Source: an optimization exercise on an open RTL-to-GDS flow (aim: small area). Production flows keep margins and buffers that such runs may drop.
Function was checked by simulation only, so behaviour that the tests miss may differ from the original.
Power and IR drop assume default switching activity.

Setup of old:
==> flow/design.v (excerpt) <==
module Mitm(
	input wire CLK,
	input wire rst,  
	input wire RX,
	output wire TX,
	output wire C4,  
	output wire C5,  
	input wire C6,  
	input wire C7,  
	output reg LED1
);
==> flow/config.mk <==
export PLATFORM = sky130hd
export DESIGN_NAME = Mitm
export DESIGN_NICKNAME = Mitm
export VERILOG_FILES = /design/flow/design.v
export SDC_FILE = /design/flow/constraint.sdc
export NUM_CORES = 4
export LEC_CHECK = 0
export CAP_MARGIN = 20
export CORE_MARGIN = 2
export CORE_UTILIZATION = 60
export SLEW_MARGIN = 20
==> flow/constraint.sdc <==
create_clock -name core_clock -period 10.0 [get_ports {CLK}]
set_input_delay 2.0000 -clock core_clock [delete_from_list [all_inputs] [get_ports {CLK}]]
set_output_delay 2.0000 -clock core_clock [all_outputs]
set_load 0.01 [all_outputs]
standard.sh (not shown) runs the stock make flow with config.mk's settings and CLKGATE_MAP_FILE= SYNTH_SCRIPT=/design/flow/synth_recipe.tcl, a recipe that flattens the netlist after the stock synthesis.
==> flow/flow/run.sh <==
#!/bin/bash
# The standard layout, with two changes:
# - clock tree: small clock buffers and no dummy loads on the leaf nets
#   (the design is small and its clock tree needs no balancing loads);
# - port buffers: the smallest buffer (repair may still resize it).
set -euo pipefail
export CTS_ARGS="-sink_clustering_enable -repair_clock_nets -dont_use_dummy_load -root_buf sky130_fd_sc_hd__clkbuf_8 -buf_list sky130_fd_sc_hd__clkbuf_4 -sink_clustering_size 14 -sink_clustering_max_diameter 60"
export BUFFER_PORTS_ARGS="-buffer_cell sky130_fd_sc_hd__buf_1"
bash standard.sh finish > standard.log 2>&1
Edits applied to the flow inputs when going from old to new:
# old
export LEC_CHECK = 0
export CAP_MARGIN = 20
export CORE_MARGIN = 2
export CORE_UTILIZATION = 60
export SLEW_MARGIN = 20
create_clock -name core_clock -period 10.0 [get_ports {CLK}]
# new
export LEC_CHECK = 0
export CAP_MARGIN = 20
export CORE_MARGIN = 2
export CORE_UTILIZATION = 80
export SLEW_MARGIN = 20
create_clock -name core_clock -period 10.0 [get_ports {CLK}]
diff --git a/flow/flow/run.sh b/flow/flow/run.sh
--- a/flow/flow/run.sh
+++ b/flow/flow/run.sh
@@ -2,3 +2,3 @@
-# The standard layout, with two changes:
-# - clock tree: small clock buffers and no dummy loads on the leaf nets
-#   (the design is small and its clock tree needs no balancing loads);
+# The standard layout, with three changes:
+# - synthesis maps the logic with an area-oriented ABC script (flow/synth_area.tcl);
+# - clock tree: small clock buffers and no dummy loads on the leaf nets;
@@ -6,0 +7 @@
+export AREA_ABC_SCRIPT="$PWD/flow/abc_area.script"
@@ -8,0 +10 @@
+bash standard.sh SYNTH_SCRIPT="$PWD/flow/synth_area.tcl" synth > synth.log 2>&1
==> flow/flow/abc_area.script (new file) <==
strash
dch
map -a
topo
dnsize -c
==> flow/flow/synth_area.tcl (new file) <==
# synth_recipe.tcl (the standard synthesis) with one change: ABC maps the
# logic with an area-oriented script (abc_area.script beside this file)
# instead of ORFS's delay-oriented one. Registers are mapped before ABC runs,
# so they are the same as in the standard synthesis.
proc synth {args} { yosys synth -nofsm -noshare {*}$args }
proc abc {args} {
  set i [lsearch $args -script]
  if { $i >= 0 } { lset args [expr {$i + 1}] $::env(AREA_ABC_SCRIPT) }
  yosys abc {*}$args
}
source $::env(SCRIPTS_DIR)/synth.tcl
# left out here: clear keep_hierarchy, flatten, clean up, hide names made inside functions, write 1_2_yosys.v
--- outcome ---
- Compared with old, new shows a cell leakage power that is 2.2% lower.
- In new, share of the yosys chip area belonging to registers is higher than in old.
- On final-layout clock-cell area share, new and old are neck and neck.
- Compared to old, new shows a narrower setup margin.
- Routed wire length on met3 went up by more than half going from old to new.

---

The RTL this note starts from:
==> flow/design.v <==
`timescale 1ns / 1ps
module Receiver(
	input wire clk,
	input wire rst,
	input wire din,
	output reg [7:0] data,
	output wire valid
	);
reg d;
reg [2:0] i;
reg [8:0] cnt;
wire idle  = ~d & ~i[2] & ~i[1];
wire start = ~d & ~i[2] & i[1] & ~i[0];
wire stop  = ~d & ~i[2] & i[1] & i[0];
wire last  = ~d & i[2];
wire chk   = ~cnt[6] & cnt[5] & ~cnt[3] & cnt[2] & ~cnt[1] & ~cnt[0];
wire wr    = d & chk;
assign valid = ~d & ~i[2] & ~i[1] & i[0];
always @(posedge clk) begin
	cnt <= idle ? 9'd0 : {~cnt[7:0], cnt[8] ^ (cnt[3] | cnt[4] & cnt[0])};
	if (wr & ~i[2] & ~i[1] & ~i[0]) data[0] <= din;
	if (wr & ~i[2] & ~i[1] &  i[0]) data[1] <= din;
	if (wr & ~i[2] &  i[1] & ~i[0]) data[2] <= din;
	if (wr & ~i[2] &  i[1] &  i[0]) data[3] <= din;
	if (wr &  i[2] & ~i[1] & ~i[0]) data[4] <= din;
	if (wr &  i[2] & ~i[1] &  i[0]) data[5] <= din;
	if (wr &  i[2] &  i[1] & ~i[0]) data[6] <= din;
	if (wr &  i[2] &  i[1] &  i[0]) data[7] <= din;
	if (rst) begin
		d <= 1'b0; i <= 3'd0;
	end else if (idle) begin
		i <= din ? 3'd0 : 3'd2;
	end else if (last) begin
		i <= 3'd1;
	end else if (chk) begin
		if (start) begin
			d <= ~din; i <= 3'd0;
		end else if (stop) begin
			i <= din ? 3'd4 : 3'd0;
		end else begin
			i[0] <= ~i[0];
			i[1] <= i[1] ^ i[0];
			i[2] <= i[2] ^ (i[1] & i[0]);
			if (i[2] & i[1] & i[0]) begin d <= 1'b0; i <= 3'd3; end
		end
	end
end
endmodule
`timescale 1ns / 1ps
module Transmitter #(parameter EARLY = 0) (
	input wire clk,
	input wire rst,
	input wire en,
	output wire [2:0] idx,
	input wire bit_in,
	output reg dout
	);
localparam [8:0] C0 = 9'd0;
reg d;
reg [2:0] i;
reg [8:0] cnt;
wire ready = ~d & ~i[1];
wire start = ~d & i[1] & ~i[0];
wire stop  = ~d & i[1] & i[0];
wire e0    = ~cnt[7] & ~cnt[5] & ~cnt[4] & ~cnt[3] & ~cnt[1];
wire e278  = cnt[8] & cnt[7] & cnt[6] & cnt[4] & ~cnt[1] & cnt[0];
assign idx = i;
always @(posedge clk) begin
	cnt <= (ready | e278) ? C0 : {~cnt[7:0], cnt[8] ^ cnt[1]};
	if (rst | ~d & ~start)
		dout <= 1'b1;
	else if (start)
		dout <= 1'b0;
	else if (e0)
		dout <= bit_in;
	if (rst) begin
		d <= 1'b0; i <= 3'd0;
	end else if (ready) begin
		if (EARLY && i[0]) i <= 3'd2;
		else if (en) i <= EARLY ? 3'd1 : 3'd2;
	end else if (e278) begin
		if (start) begin
			d <= 1'b1; i <= 3'd0;
		end else if (stop) begin
			i <= {2'b00, EARLY != 0 && en};
		end else begin
			i[0] <= ~i[0];
			i[1] <= i[1] ^ i[0];
			i[2] <= i[2] ^ (i[1] & i[0]);
			if (i[2] & i[1] & i[0]) begin d <= 1'b0; i <= 3'd3; end
		end
	end
end
endmodule
`timescale 1ns / 1ps
module Mitm(
	input wire CLK,
	input wire rst,  
	input wire RX,
	output wire TX,
	output wire C4,  
	output wire C5,  
	input wire C6,  
	input wire C7,  
	output reg LED1
);
reg [1:0] state;
wire green  = ~state[1];
wire normal = ~state[0];
reg grn, fwd_bs, fwd_bg;
wire [7:0] data, bs_data_rx, bg_data_rx;
wire usb_valid, bs_valid, bg_valid;
wire [2:0] usb_idx, bs_idx, bg_idx;
Receiver r_usb(.clk(CLK), .rst(rst), .din(RX), .data(data), .valid(usb_valid));
Receiver r_bs (.clk(CLK), .rst(rst), .din(C6), .data(bs_data_rx), .valid(bs_valid));
Receiver r_bg (.clk(CLK), .rst(rst), .din(C7), .data(bg_data_rx), .valid(bg_valid));
wire [7:0] G = 8'd71;
wire bg_en = green | normal & bs_valid;
wire bs_en = green | normal & bg_valid & ~bs_valid;
Transmitter t_usb(.clk(CLK), .rst(rst), .en(usb_valid), .idx(usb_idx),
	.bit_in(data[usb_idx]), .dout(TX));
Transmitter #(1) t_bs(.clk(CLK), .rst(rst), .en(bs_en), .idx(bs_idx),
	.bit_in(fwd_bs ? bg_data_rx[bs_idx] : grn & G[bs_idx]), .dout(C4));
Transmitter #(1) t_bg(.clk(CLK), .rst(rst), .en(bg_en), .idx(bg_idx),
	.bit_in(fwd_bg ? bs_data_rx[bg_idx] : grn & G[bg_idx]), .dout(C5));
wire cmd = usb_valid & (data[7:4] == 4'b0100) & data[2] & data[1] & (data[3] | data[0]);
always @(posedge CLK) begin
	if (rst) begin
		state <= 2'b11;
		LED1 <= 1'b0;
		grn <= 1'b0;
		fwd_bs <= 1'b0;
		fwd_bg <= 1'b0;
	end else begin
		if (cmd) begin
			LED1 <= ~LED1;
			state <= {data[3], data[0]};
		end
		if (normal) begin
			if (bs_valid) fwd_bg <= 1'b1;
			else if (bg_valid) fwd_bs <= 1'b1;
		end else begin
			grn <= green;
			fwd_bs <= 1'b0;
			fwd_bg <= 1'b0;
		end
	end
end
endmodule
==> flow/config.mk <==
export PLATFORM = sky130hd
export DESIGN_NAME = Mitm
export DESIGN_NICKNAME = Mitm
export VERILOG_FILES = /design/flow/design.v
export SDC_FILE = /design/flow/constraint.sdc
export NUM_CORES = 4
export LEC_CHECK = 0
export CAP_MARGIN = 20
export CORE_MARGIN = 2
export CORE_UTILIZATION = 60
export GPL_TIMING_DRIVEN = 0
export SLEW_MARGIN = 20
==> flow/constraint.sdc <==
create_clock -name core_clock -period 10.0 [get_ports {CLK}]
set_input_delay 2.0000 -clock core_clock [delete_from_list [all_inputs] [get_ports {CLK}]]
set_output_delay 2.0000 -clock core_clock [all_outputs]
set_load 0.01 [all_outputs]
==> flow/flow/run.sh <==
#!/bin/bash
# The standard layout, with three changes:
# - synthesis maps the logic with area-oriented ABC scripts (flow/synth_area.tcl):
#   each flow/abc_*.script is tried in a synthesis of its own and the one
#   giving the smallest cell area is used for the layout;
# - clock tree: no dummy loads on the leaf nets;
# - port buffers: the smallest buffer (repair may still resize it).
# Each tool's output goes to a log file in this folder.
set -euo pipefail
W=$PWD
export CTS_ARGS="-sink_clustering_enable -repair_clock_nets -dont_use_dummy_load -root_buf sky130_fd_sc_hd__clkbuf_8 -buf_list sky130_fd_sc_hd__clkbuf_4 -sink_clustering_size 14 -sink_clustering_max_diameter 60"
export BUFFER_PORTS_ARGS="-buffer_cell sky130_fd_sc_hd__buf_1"

trial() {
  local s=$1 n
  n=$(basename "$s" .script)
  AREA_ABC_SCRIPT="$s" make -C "$FLOW_HOME" DESIGN_CONFIG="$W/config.mk" WORK_HOME="$W/trial_$n" \
    CLKGATE_MAP_FILE= SYNTH_SCRIPT="$W/flow/synth_area.tcl" synth > "$W/trial_$n.log" 2>&1 || return 0
  awk '/Chip area for module/ {print $NF}' "$W/trial_$n/reports/$FLOW_PLATFORM/Mitm/base/synth_stat.txt" \
    > "$W/trial_$n.area"
}
pids=()
for s in "$W"/flow/abc_*.script; do
  trial "$s" &
  pids+=($!)
  if (( ${#pids[@]} >= ${NUM_CORES:-4} )); then wait "${pids[0]}"; pids=("${pids[@]:1}"); fi
done
wait
best=$(for f in "$W"/trial_*.area; do [[ -s $f ]] && echo "$(cat "$f") $(basename "$f" .area)"; done | sort -g | head -1 | awk '{print $2}')
best=${best#trial_}
echo "areas:"; for f in "$W"/trial_*.area; do echo "  $(basename "$f" .area) $(cat "$f")"; done
echo "using $best"
rm -rf "$W"/trial_*/
export AREA_ABC_SCRIPT="$W/flow/$best.script"
bash standard.sh SYNTH_SCRIPT="$W/flow/synth_area.tcl" synth > synth.log 2>&1
bash standard.sh finish > standard.log 2>&1
==> flow/flow/synth_area.tcl <==
# synth_recipe.tcl (the standard synthesis) with one change: ABC maps the
# logic with an area-oriented script (abc_area.script beside this file)
# instead of ORFS's delay-oriented one. Registers are mapped before ABC runs,
# so they are the same as in the standard synthesis.
proc synth {args} { yosys synth -nofsm -noshare {*}$args }
proc abc {args} {
  set i [lsearch $args -script]
  if { $i >= 0 } { lset args [expr {$i + 1}] $::env(AREA_ABC_SCRIPT) }
  yosys abc {*}$args
}
source $::env(SCRIPTS_DIR)/synth.tcl
# left out here: clear keep_hierarchy, flatten, clean up, hide names made inside functions, write 1_2_yosys.v
Other scripts of this flow, unchanged in this note and not shown: flow/flow/abc_t14.script, flow/flow/abc_t8.script, flow/flow/abc_u1.script, flow/flow/abc_u10.script, flow/flow/abc_u4.script, flow/flow/abc_u5.script, flow/flow/abc_u7.script, flow/flow/abc_u9.script
Next try:
--- a/flow/config.mk
+++ b/flow/config.mk
@@ -8 +8 @@
-export CAP_MARGIN = 20
+export CAP_MARGIN = 5
@@ -12 +12 @@
-export SLEW_MARGIN = 20
+export SLEW_MARGIN = 5
=> The new run ran to the end with no violations. Flip-flop and latch count is unchanged. Critical path depth climbs by 7. Via count drops by 0.52%. Power stays flat.
Next try:
--- a/flow/flow/run.sh
+++ b/flow/flow/run.sh
@@ -3 +3,2 @@
-# - synthesis maps the logic with area-oriented ABC scripts (flow/synth_area.tcl):
+# - synthesis maps the logic with area-oriented ABC scripts and no adder
+#   extraction (flow/synth_area.tcl):
==> flow/flow/synth_area.tcl (replaced) <==
# synth_recipe.tcl (the standard synthesis) with two changes to the mapping of
# the logic between the registers:
# - ABC maps it with an area-oriented script ($AREA_ABC_SCRIPT) instead of
#   ORFS's delay-oriented one;
# - half/full adders are not extracted into adder cells before ABC (ORFS's
#   ADDER_MAP_FILE step), so ABC sees and optimises all of the logic.
# Registers are mapped before ABC runs, so they are the same as in the
# standard synthesis.
proc synth {args} { yosys synth -nofsm -noshare {*}$args }
proc abc {args} {
  set i [lsearch $args -script]
  if { $i >= 0 } { lset args [expr {$i + 1}] $::env(AREA_ABC_SCRIPT) }
  yosys abc {*}$args
}
set ::env(ADDER_MAP_FILE) ""
source $::env(SCRIPTS_DIR)/synth.tcl
# left out here: clear keep_hierarchy, flatten, clean up, hide names made inside functions, write 1_2_yosys.v
What happened: The new run completed without violations; final area shrinks by about 3%; clock power shrinks by about 2%; setup slack improved by 0.23 ns; area after synthesis shrinks by 3.0%; register-to-register slack improved by 0.53 ns.
Next try:
--- a/flow/flow/run.sh
+++ b/flow/flow/run.sh
@@ -3,2 +3 @@
-# - synthesis maps the logic with area-oriented ABC scripts and no adder
-#   extraction (flow/synth_area.tcl):
+# - synthesis maps the logic with area-oriented ABC scripts (flow/synth_area.tcl):
==> flow/flow/synth_area.tcl (replaced) <==
# synth_recipe.tcl (the standard synthesis) with one change: ABC maps the
# logic with an area-oriented script (abc_area.script beside this file)
# instead of ORFS's delay-oriented one. Registers are mapped before ABC runs,
# so they are the same as in the standard synthesis.
proc synth {args} { yosys synth -nofsm -noshare {*}$args }
proc abc {args} {
  set i [lsearch $args -script]
  if { $i >= 0 } { lset args [expr {$i + 1}] $::env(AREA_ABC_SCRIPT) }
  yosys abc {*}$args
}
source $::env(SCRIPTS_DIR)/synth.tcl
# left out here: clear keep_hierarchy, flatten, clean up, hide names made inside functions, write 1_2_yosys.v
--- a/flow/config.mk
+++ b/flow/config.mk
@@ -8 +8 @@
-export CAP_MARGIN = 5
+export CAP_MARGIN = 20
@@ -11,2 +11 @@
-export GPL_TIMING_DRIVEN = 0
-export SLEW_MARGIN = 5
+export SLEW_MARGIN = 20
Outcome:
- The changed run finished clean
- design area climbs by a few percent
- fmax drops slightly
- wire length climbs by roughly a tenth

[port drivers added, routing unchanged]
No port has a modelled driver above. Below, the same layouts with a new extraction and two added sets of constraints. Step 1 assumes that a clkbuf_16 drives the clock port and a buf_2 every other input. Step 2 adds t to the input delays and takes it off the output delays; t is the mean of the earliest and latest rising clock arrival at the registers after step 1. Input paths then give back, and output paths get back, about the clock's delay inside the block. Slacks: no drivers / after step 1 / after step 2; pairs: no drivers / after step 1.
| run | shift t [ns] | slack for setup (ns) | slew at the worst register clock pin (ns) |
|---|---|---|---|
| old | 0.377 | 7.087 / 7.097 / 6.720 | 0.09 / 0.09 |
| new | 0.385 | 6.871 / 6.882 / 6.497 | 0.10 / 0.10 |
| the first run of note 2 | 0.374 | 7.139 / 7.109 / 6.944 | 0.10 / 0.10 |
| the second run of note 2 | 0.379 | 6.922 / 6.922 / 6.922 | 0.10 / 0.10 |
| the third run of note 2 | 0.386 | 7.153 / 7.119 / 7.021 | 0.10 / 0.10 |
| the fourth run of note 2 | 0.371 | 7.109 / 7.077 / 6.965 | 0.10 / 0.10 |
After both steps setup and hold are still met in every run listed. The setup slack of new, which loses most, moves by +0.011 ns with the drivers and by -0.374 ns with both steps.
